Background: an optimization exercise with open tools, aiming at small area. Do not read the settings as production practice.
Where RTL was checked, it was by simulation tests only, not by an equivalence proof against the original.
Power and IR drop assume default switching activity.

==> flow/design.v (excerpt) <==
module outCPLD (
    input              pclk_50M,
    input        [1:8] outP,
    input       [1:28] out,
    output logic [1:8] eoutP,
    output logic [1:28] eout
);
  localparam logic [22:0] DONE  = 23'h14dd03;
  localparam logic [22:0] DMASK = 23'h3ffff9;
  logic [22:0] cnt1;
  logic [22:0] cnt2;
  logic [22:0] cnt3;
  logic [22:0] cnt4;
  logic [22:0] cnt5;
  logic [22:0] cnt6;
  logic [22:0] cnt7;
  logic [22:0] cnt8;
  always_ff @(posedge pclk_50M) begin
    cnt1 <= outP[1] ? {~cnt1[21:0], ~(cnt1[20] ^ cnt1[22])} : '1;
    cnt2 <= outP[2] ? {~cnt2[21:0], ~(cnt2[20] ^ cnt2[22])} : '1;
    cnt3 <= outP[3] ? {~cnt3[21:0], ~(cnt3[20] ^ cnt3[22])} : '1;
    cnt4 <= outP[4] ? {~cnt4[21:0], ~(cnt4[20] ^ cnt4[22])} : '1;
    cnt5 <= outP[5] ? {~cnt5[21:0], ~(cnt5[20] ^ cnt5[22])} : '1;
    cnt6 <= outP[6] ? {~cnt6[21:0], ~(cnt6[20] ^ cnt6[22])} : '1;
    cnt7 <= outP[7] ? {~cnt7[21:0], ~(cnt7[20] ^ cnt7[22])} : '1;
    cnt8 <= outP[8] ? {~cnt8[21:0], ~(cnt8[20] ^ cnt8[22])} : '1;
    eoutP[1] <= outP[1] & (eoutP[1] | ((cnt1 & DMASK) == (DONE & DMASK)));
    eoutP[2] <= outP[2] & (eoutP[2] | ((cnt2 & DMASK) == (DONE & DMASK)));
    eoutP[3] <= outP[3] & (eoutP[3] | ((cnt3 & DMASK) == (DONE & DMASK)));
    eoutP[4] <= outP[4] & (eoutP[4] | ((cnt4 & DMASK) == (DONE & DMASK)));
    eoutP[5] <= outP[5] & (eoutP[5] | ((cnt5 & DMASK) == (DONE & DMASK)));
    eoutP[6] <= outP[6] & (eoutP[6] | ((cnt6 & DMASK) == (DONE & DMASK)));
    eoutP[7] <= outP[7] & (eoutP[7] | ((cnt7 & DMASK) == (DONE & DMASK)));
    eoutP[8] <= outP[8] & (eoutP[8] | ((cnt8 & DMASK) == (DONE & DMASK)));
  end
  wire m_1_2 = ~outP[1];
  wire w_1_2 = m_1_2 & outP[2] & out[1];
  wire m_1_3 = m_1_2 & ~w_1_2;
  wire w_1_3 = m_1_3 & outP[3] & out[2];
  wire m_1_4 = m_1_3 & ~w_1_3;
  wire w_1_4 = m_1_4 & outP[4] & out[4];
  wire m_1_5 = m_1_4 & ~w_1_4;
  wire w_1_5 = m_1_5 & outP[5] & out[7];
  wire m_1_6 = m_1_5 & ~w_1_5;
  wire w_1_6 = m_1_6 & outP[6] & out[11];
  wire m_1_7 = m_1_6 & ~w_1_6;
  wire w_1_7 = m_1_7 & outP[7] & out[16];
  wire m_1_8 = m_1_7 & ~w_1_7;
  wire w_1_8 = m_1_8 & outP[8] & out[22];
  wire m_2_1 = ~outP[2];
  ...
Size: roughly 600 cells after synthesis, ~73 I/O pins, ~6100 µm² of cells after synthesis.
export LEC_CHECK = 0
export CAP_MARGIN = 20
export CORE_MARGIN = 2
export CORE_UTILIZATION = 60
export GPL_TIMING_DRIVEN = 0
export SLEW_MARGIN = 20
create_clock -name core_clock -period 5.0 [get_ports {pclk_50M}]
standard.sh (not shown) runs the stock make flow with config.mk's settings and CLKGATE_MAP_FILE= SYNTH_SCRIPT=/design/flow/synth_recipe.tcl, a recipe that flattens the netlist after the stock synthesis.
==> flow/flow/run.sh <==
#!/bin/bash
# Own layout flow: the standard ORFS flow (standard.sh) with these changes.
#  1. Synthesis: the standard synthesis runs first (standard_synth.log). Then
#     the RTL is synthesized again for area (flow/ownsynth.ys.in, ownsynth.log),
#     and flow/rename_ff.py gives its flip-flops the standard synthesis's
#     instance names (matched by register, i.e. Q net), checking that the
#     flip-flop sets match. If any of that fails, the standard netlist's
#     combinational gates are re-mapped instead (flow/resyn.ys.in, resyn.log).
#     The result replaces 1_2_yosys.v; the standard one is kept beside it.
#  2. Port buffers inserted at global placement are sky130_fd_sc_hd__buf_1.
#  3. Clock tree synthesis uses no dummy loads.
set -euo pipefail
here=$(pwd)
res=$here/orfs/results/$FLOW_PLATFORM/outCPLD/base
lib=$FLOW_HOME/platforms/$FLOW_PLATFORM/lib/sky130_fd_sc_hd__tt_025C_1v80.lib
abc='+\&get,-n;\&st;\&dch,-f;\&nf,-R,1000;\&put;\&get,-n;\&st;\&dch,-f;\&nf,-R,1000;\&put'

export BUFFER_PORTS_ARGS="-buffer_cell sky130_fd_sc_hd__buf_1"
export CTS_ARGS="-sink_clustering_enable -repair_clock_nets -sink_clustering_size 20 -sink_clustering_max_diameter 60 -buf_list {sky130_fd_sc_hd__clkbuf_2 sky130_fd_sc_hd__clkbuf_4 sky130_fd_sc_hd__clkbuf_8} -dont_use_dummy_load"

bash standard.sh synth > standard_synth.log 2>&1

# the dont-use list the standard synthesis gave ABC
dontuse=$(grep -o -- '-dont_use [^ ]*' $here/orfs/logs/$FLOW_PLATFORM/outCPLD/base/1_2_yosys.log | sort -u | tr '\n' ' ')
cp $res/1_2_yosys.v $res/1_2_yosys_standard.v

subst() {
  sed -e "s|@LIB@|$lib|g" -e "s|@DESIGN@|$FLOW_DESIGN|g" -e "s|@TOP@|$FLOW_TOP|g" \
      -e "s|@DONTUSE@|$dontuse|g" -e "s|@ABC@|$abc|g" -e "s|@OUTDIR@|$res|g" \
      -e "s|@IN@|$res/1_2_yosys_standard.v|g" -e "s|@OUT@|$2|g" "$1"
}

ok=0
subst flow/ownsynth.ys.in $res/1_2_yosys_own.v > ownsynth.ys
if yosys -s ownsynth.ys > ownsynth.log 2>&1 &&
   python3 flow/rename_ff.py $res/1_2_yosys_standard.v $res/1_2_yosys_own.v $res/1_2_yosys_own_renamed.v > rename_ff.log 2>&1; then
  cp $res/1_2_yosys_own_renamed.v $res/1_2_yosys.v
  ok=1
fi
if [[ $ok != 1 ]]; then
  subst flow/resyn.ys.in $res/1_2_yosys.v > resyn.ys
  yosys -s resyn.ys > resyn.log 2>&1
fi
rm -f $res/1_synth.odb $res/1_synth.sdc

bash standard.sh finish > standard_finish.log 2>&1
Other scripts of this flow, unchanged in this note and not shown: flow/flow/ownsynth.ys.in, flow/flow/rename_ff.py, flow/flow/resyn.ys.in
The first run finished with timing, DRC and antenna clean.
Next try:
--- a/flow/flow/run.sh
+++ b/flow/flow/run.sh
@@ -18,3 +18,3 @@
 export BUFFER_PORTS_ARGS="-buffer_cell sky130_fd_sc_hd__buf_1"
-export CTS_ARGS="-sink_clustering_enable -repair_clock_nets -sink_clustering_size 20 -sink_clustering_max_diameter 60 -buf_list {sky130_fd_sc_hd__clkbuf_2 sky130_fd_sc_hd__clkbuf_4 sky130_fd_sc_hd__clkbuf_8} -dont_use_dummy_load"
+export CTS_ARGS="-sink_clustering_enable -repair_clock_nets -sink_clustering_size 21 -sink_clustering_max_diameter 80 -buf_list {sky130_fd_sc_hd__clkbuf_8} -root_buf sky130_fd_sc_hd__clkbuf_2 -tree_buf sky130_fd_sc_hd__clkbuf_2 -dont_use_dummy_load"
 
After rerunning:
- core utilization drops by 0.27 points
- via count rises by 0.31%
- register-to-register slack improves by 0.02 ns
- area after synthesis is unchanged
- wire length fell by 0.65%
- final cell count is unchanged
- worst setup slack improves by 0.13 ns
- clock power drops by 7.5%
- power drops by 2.0%

* * *

Another version of the RTL of outCPLD (not shown whole).
For scale: ~650 cells after synthesis, about 6500 um2 of cells after synthesis.
Settings: LEC_CHECK=0, CAP_MARGIN=20, CORE_MARGIN=2, CORE_UTILIZATION=60, CTS_BUF_LIST=sky130_fd_sc_hd__clkbuf_16, CTS_CLUSTER_DIAMETER=60, CTS_CLUSTER_SIZE=40, SLEW_MARGIN=20; clock period 5.0 ns.
==> flow/flow/run.sh <==
#!/bin/bash
# Own layout flow: the standard ORFS flow, with the port buffers that
# global placement inserts made sky130_fd_sc_hd__buf_1 (the smallest buffer)
# instead of the cell buffer_ports picks by default.
set -euo pipefail
export BUFFER_PORTS_ARGS="-buffer_cell sky130_fd_sc_hd__buf_1"
bash standard.sh finish > standard_finish.log 2>&1
Next try:
==> flow/run.sh (new file) <==
#!/bin/bash
# synth_recipe.tcl (not shown) runs the flow's synth.tcl, then flattens the netlist and writes it again
# the make line also repeats each setting of config.mk as NAME=value (left out here)
make -C /OpenROAD-flow-scripts/flow DESIGN_CONFIG=/design/flow/config.mk WORK_HOME=/design/flow/orfs CLKGATE_MAP_FILE= SYNTH_SCRIPT=/design/flow/synth_recipe.tcl finish
Settings changed: CTS_BUF_LIST sky130_fd_sc_hd__clkbuf_16 to sky130_fd_sc_hd__clkbuf_4, CTS_CLUSTER_DIAMETER 60 to 40, CTS_CLUSTER_SIZE 40 to 12.
removed: flow/flow/run.sh
removed: flow/standard.sh
Outcome:
- The new run went through all stages and came out clean
- global-route usage rose by 0.39 points
- clock power decreases by 25%
- core utilization went up by 2.6 points
Next try:
==> flow/flow/run.sh (new file) <==
#!/bin/bash
# Own layout flow: the standard ORFS flow with
#  - port buffers inserted by global placement made sky130_fd_sc_hd__buf_1,
#  - clock tree synthesis without dummy loads.
set -euo pipefail
export BUFFER_PORTS_ARGS="-buffer_cell sky130_fd_sc_hd__buf_1"
export CTS_ARGS="-sink_clustering_enable -repair_clock_nets -sink_clustering_size 20 -sink_clustering_max_diameter 60 -buf_list {sky130_fd_sc_hd__clkbuf_2 sky130_fd_sc_hd__clkbuf_4 sky130_fd_sc_hd__clkbuf_8} -dont_use_dummy_load"
bash standard.sh finish > standard_finish.log 2>&1
==> flow/standard.sh (new file) <==
#!/bin/bash
# synth_recipe.tcl (not shown) runs the flow's synth.tcl, then flattens the netlist and writes it again
# the make line also repeats each setting of config.mk as NAME=value (left out here)
make -C /OpenROAD-flow-scripts/flow DESIGN_CONFIG=/design/flow/config.mk WORK_HOME=/design/flow/orfs CLKGATE_MAP_FILE= SYNTH_SCRIPT=/design/flow/synth_recipe.tcl "${@:-finish}"
Settings changed: CAP_MARGIN 20 to 0, CTS_BUF_LIST sky130_fd_sc_hd__clkbuf_4 to unset, CTS_CLUSTER_DIAMETER 40 to unset, CTS_CLUSTER_SIZE 12 to unset, SLEW_MARGIN 20 to 0.
removed: flow/run.sh
Via count fell by 2.2%; die area does not change; combinational power decreases by 15%; worst setup slack is better by 0.28 ns; sequential power hardly moves; routed wire length came out lower by 3.4%; clock skew rises by 0.0091 ns; area after synthesis stays the same; critical path depth goes up by 3; power falls by 5.8%.
Next try:
==> flow/flow/run.sh (replaced) <==
#!/bin/bash
# Own layout flow: the standard ORFS flow, with the port buffers that
# global placement inserts made sky130_fd_sc_hd__buf_1 (the smallest buffer)
# instead of the cell buffer_ports picks by default.
set -euo pipefail
export BUFFER_PORTS_ARGS="-buffer_cell sky130_fd_sc_hd__buf_1"
bash standard.sh finish > standard_finish.log 2>&1
Settings changed: CAP_MARGIN 0 to 20, CTS_BUF_LIST set to sky130_fd_sc_hd__clkbuf_2 sky130_fd_sc_hd__clkbuf_4 sky130_fd_sc_hd__clkbuf_8, CTS_CLUSTER_DIAMETER set to 60, CTS_CLUSTER_SIZE set to 20, SLEW_MARGIN 0 to 20.
=> The new run passed the timing, design-rule and antenna checks. Design area goes up slightly. Wire length stays flat. Cell count goes up slightly. Sequential share of layout area goes down by 0.46 points. Total power goes up by a few percent. Combinational power stays flat. Flip-flop and latch count is unchanged. Global-route usage is about the same.
Next try:
==> flow/flow/run.sh (replaced) <==
#!/bin/bash
# Own layout flow: the standard ORFS flow with
#  - port buffers inserted by global placement made sky130_fd_sc_hd__buf_1,
#  - clock tree synthesis without dummy loads.
set -euo pipefail
export BUFFER_PORTS_ARGS="-buffer_cell sky130_fd_sc_hd__buf_1"
export CTS_ARGS="-sink_clustering_enable -repair_clock_nets -sink_clustering_size 36 -sink_clustering_max_diameter 80 -buf_list {sky130_fd_sc_hd__clkbuf_16} -root_buf sky130_fd_sc_hd__clkbuf_8 -tree_buf sky130_fd_sc_hd__clkbuf_8 -dont_use_dummy_load"
bash standard.sh finish > standard_finish.log 2>&1
Total power went down by 1.9%.
Core utilization went down by 0.40 points.
Maximum frequency hardly moves.
Non-clock buffer count does not change.
Combinational power stays flat.
Final area went down by 0.60%.
Via count is about the same.
Wire length went down by 0.86%.
No functional check of the RTL was part of any run of this note.

* * *

RTL: one of the versions met above, not the one the previous note started from.
Size: roughly 600 cells after synthesis, ~73 I/O pins, about 6100 µm² of cells after synthesis.
Design outCPLD, start of the top module:
module outCPLD (
    input              pclk_50M,
    input        [1:8] outP,
    input       [1:28] out,
    output logic [1:8] eoutP,
    output logic [1:28] eout
);
export LEC_CHECK = 0
export CAP_MARGIN = 20
export CORE_MARGIN = 2
export CORE_UTILIZATION = 60
export GPL_TIMING_DRIVEN = 0
export SLEW_MARGIN = 20
create_clock -name core_clock -period 5.0 [get_ports {pclk_50M}]
==> flow/flow/run.sh <==
#!/bin/bash
# Own layout flow: the standard ORFS flow (standard.sh) with these changes.
#  1. Synthesis: the standard synthesis runs first (standard_synth.log). Then
#     the RTL is synthesized again for area (flow/ownsynth.ys.in, ownsynth.log),
#     and flow/rename_ff.py gives its flip-flops the standard synthesis's
#     instance names (matched by register, i.e. Q net), checking that the
#     flip-flop sets match. If any of that fails, the standard netlist's
#     combinational gates are re-mapped instead (flow/resyn.ys.in, resyn.log).
#     The result replaces 1_2_yosys.v; the standard one is kept beside it.
#  2. Port buffers inserted at global placement are sky130_fd_sc_hd__buf_1.
#  3. Clock tree synthesis uses no dummy loads.
set -euo pipefail
here=$(pwd)
res=$here/orfs/results/$FLOW_PLATFORM/outCPLD/base
lib=$FLOW_HOME/platforms/$FLOW_PLATFORM/lib/sky130_fd_sc_hd__tt_025C_1v80.lib
abc='+\&get,-n;\&st;\&dch,-f;\&nf,-R,1000;\&put;\&get,-n;\&st;\&dch,-f;\&nf,-R,1000;\&put'

export BUFFER_PORTS_ARGS="-buffer_cell sky130_fd_sc_hd__buf_1"
export CTS_ARGS="-sink_clustering_enable -repair_clock_nets -sink_clustering_size 22 -sink_clustering_max_diameter 70 -buf_list {sky130_fd_sc_hd__clkbuf_8} -root_buf sky130_fd_sc_hd__clkbuf_2 -tree_buf sky130_fd_sc_hd__clkbuf_2 -dont_use_dummy_load"

bash standard.sh synth > standard_synth.log 2>&1

# the dont-use list the standard synthesis gave ABC
dontuse=$(grep -o -- '-dont_use [^ ]*' $here/orfs/logs/$FLOW_PLATFORM/outCPLD/base/1_2_yosys.log | sort -u | tr '\n' ' ')
cp $res/1_2_yosys.v $res/1_2_yosys_standard.v

subst() {
  sed -e "s|@LIB@|$lib|g" -e "s|@DESIGN@|$FLOW_DESIGN|g" -e "s|@TOP@|$FLOW_TOP|g" \
      -e "s|@DONTUSE@|$dontuse|g" -e "s|@ABC@|$abc|g" -e "s|@OUTDIR@|$res|g" \
      -e "s|@IN@|$res/1_2_yosys_standard.v|g" -e "s|@OUT@|$2|g" "$1"
}

ok=0
subst flow/ownsynth.ys.in $res/1_2_yosys_own.v > ownsynth.ys
if yosys -s ownsynth.ys > ownsynth.log 2>&1 &&
   python3 flow/rename_ff.py $res/1_2_yosys_standard.v $res/1_2_yosys_own.v $res/1_2_yosys_own_renamed.v > rename_ff.log 2>&1; then
  cp $res/1_2_yosys_own_renamed.v $res/1_2_yosys.v
  ok=1
fi
if [[ $ok != 1 ]]; then
  subst flow/resyn.ys.in $res/1_2_yosys.v > resyn.ys
  yosys -s resyn.ys > resyn.log 2>&1
fi
rm -f $res/1_synth.odb $res/1_synth.sdc

bash standard.sh finish > standard_finish.log 2>&1
Other scripts of this flow, unchanged in this note and not shown: flow/flow/ownsynth.ys.in, flow/flow/rename_ff.py, flow/flow/resyn.ys.in
Next try:
--- a/flow/flow/run.sh
+++ b/flow/flow/run.sh
@@ -18,3 +18,3 @@
 export BUFFER_PORTS_ARGS="-buffer_cell sky130_fd_sc_hd__buf_1"
-export CTS_ARGS="-sink_clustering_enable -repair_clock_nets -sink_clustering_size 22 -sink_clustering_max_diameter 70 -buf_list {sky130_fd_sc_hd__clkbuf_8} -root_buf sky130_fd_sc_hd__clkbuf_2 -tree_buf sky130_fd_sc_hd__clkbuf_2 -dont_use_dummy_load"
+export CTS_ARGS="-sink_clustering_enable -repair_clock_nets -sink_clustering_size 20 -sink_clustering_max_diameter 60 -buf_list {sky130_fd_sc_hd__clkbuf_8} -root_buf sky130_fd_sc_hd__clkbuf_2 -tree_buf sky130_fd_sc_hd__clkbuf_2 -dont_use_dummy_load"
 
The new run finished with timing, DRC and antenna clean; global-route usage goes up by 0.11 points; design area stays flat; die area does not change; maximum frequency stays flat; power goes up by about 0.8%; clock-buffer cell count goes up by 1; routed wire length hardly moves; setup slack is about the same; final cell count is about the same; synthesized cell count does not change; area after synthesis stays the same.
Next try:
- CAP_MARGIN: 20 -> 0
- SLEW_MARGIN: 20 -> 0
=> The new run went through all stages and came out clean; count of clock-buffer cells in the layout stays the same; non-clock buffer count is unchanged; area after synthesis is unchanged; cell count stays the same; via count barely changes.
Next try:
--- a/flow/flow/run.sh
+++ b/flow/flow/run.sh
@@ -18,3 +18,3 @@
 export BUFFER_PORTS_ARGS="-buffer_cell sky130_fd_sc_hd__buf_1"
-export CTS_ARGS="-sink_clustering_enable -repair_clock_nets -sink_clustering_size 20 -sink_clustering_max_diameter 60 -buf_list {sky130_fd_sc_hd__clkbuf_8} -root_buf sky130_fd_sc_hd__clkbuf_2 -tree_buf sky130_fd_sc_hd__clkbuf_2 -dont_use_dummy_load"
+export CTS_ARGS="-sink_clustering_enable -repair_clock_nets -sink_clustering_size 37 -sink_clustering_max_diameter 70 -buf_list {sky130_fd_sc_hd__clkbuf_16} -root_buf sky130_fd_sc_hd__clkbuf_2 -tree_buf sky130_fd_sc_hd__clkbuf_2 -dont_use_dummy_load"
 
- CAP_MARGIN: 0 -> 20
- SLEW_MARGIN: 0 -> 20
Sequential share of layout area went down by 0.51 points.
Cell area went up by 0.78%.
Clock power went up by 12%.
Utilization went up by 0.53 points.
Next try:
--- a/flow/flow/run.sh
+++ b/flow/flow/run.sh
@@ -18,3 +18,3 @@
 export BUFFER_PORTS_ARGS="-buffer_cell sky130_fd_sc_hd__buf_1"
-export CTS_ARGS="-sink_clustering_enable -repair_clock_nets -sink_clustering_size 37 -sink_clustering_max_diameter 70 -buf_list {sky130_fd_sc_hd__clkbuf_16} -root_buf sky130_fd_sc_hd__clkbuf_2 -tree_buf sky130_fd_sc_hd__clkbuf_2 -dont_use_dummy_load"
+export CTS_ARGS="-sink_clustering_enable -repair_clock_nets -sink_clustering_size 20 -sink_clustering_max_diameter 60 -buf_list {sky130_fd_sc_hd__clkbuf_8} -root_buf sky130_fd_sc_hd__clkbuf_4 -tree_buf sky130_fd_sc_hd__clkbuf_4 -dont_use_dummy_load"
 
After rerunning:
- global-route usage is about the same
- setup slack got worse by 0.068 ns
- wire length came out higher by 0.58%
- design area goes down by 0.61%

-- what the ideal ports hide --
Ports are ideal in the flow. The routed layouts listed here were re-timed in OpenROAD.
Step 1 sets driving cells, clkbuf_16 on the clock port and buf_2 on the other inputs (assumed; they add their load-dependent delay and slew).
Step 2 adds t to the input delays and takes it off the output delays; t is the mean of the earliest and latest rising clock arrival at the registers after step 1. Input paths then give back, and output paths get back, about the clock's delay inside the block.
Slacks: ideal / step 1 / step 2; pairs: ideal / step 1.
run	shift t [ns]	setup WS [ns]	worst register clock-pin slew, ns	worst slew at a driven data input, ns	cell pins on the clock port's net
the first run of note 1	0.502	2.301 / 2.316 / 1.815	0.11 / 0.11	0.05	1
the second run of note 1	0.627	2.432 / 2.446 / 1.819	0.12 / 0.12	0.05	1
the first run of note 2	0.499	2.774 / 2.794 / 2.295	0.10 / 0.10	0.05	1
the second run of note 2	0.622	2.478 / 2.445 / 1.894	0.12 / 0.12	0.05	1
the third run of note 2	0.496	2.756 / 2.770 / 2.274	0.11 / 0.11	0.05	1
the fourth run of note 2	0.505	2.808 / 2.822 / 2.317	0.11 / 0.11	0.05	1
the fifth run of note 2	0.502	2.806 / 2.817 / 2.316	0.12 / 0.12	0.05	1
the first run of note 3	0.626	2.426 / 2.439 / 1.813	0.12 / 0.12	0.05	1
the second run of note 3	0.644	2.429 / 2.442 / 1.798	0.11 / 0.11	0.05	1
the third run of note 3	0.633	1.819 / 1.820 / 1.187	0.12 / 0.12	0.05	1
the fourth run of note 3	0.641	2.441 / 2.454 / 1.813	0.12 / 0.12	0.05	1
the fifth run of note 3	0.570	2.373 / 2.386 / 1.816	0.11 / 0.11	0.05	1
After both steps every run listed still meets setup and hold. For the third run of note 3, which loses most, drivers alone change the setup slack by +0.001 ns; drivers and shift together by -0.632 ns.
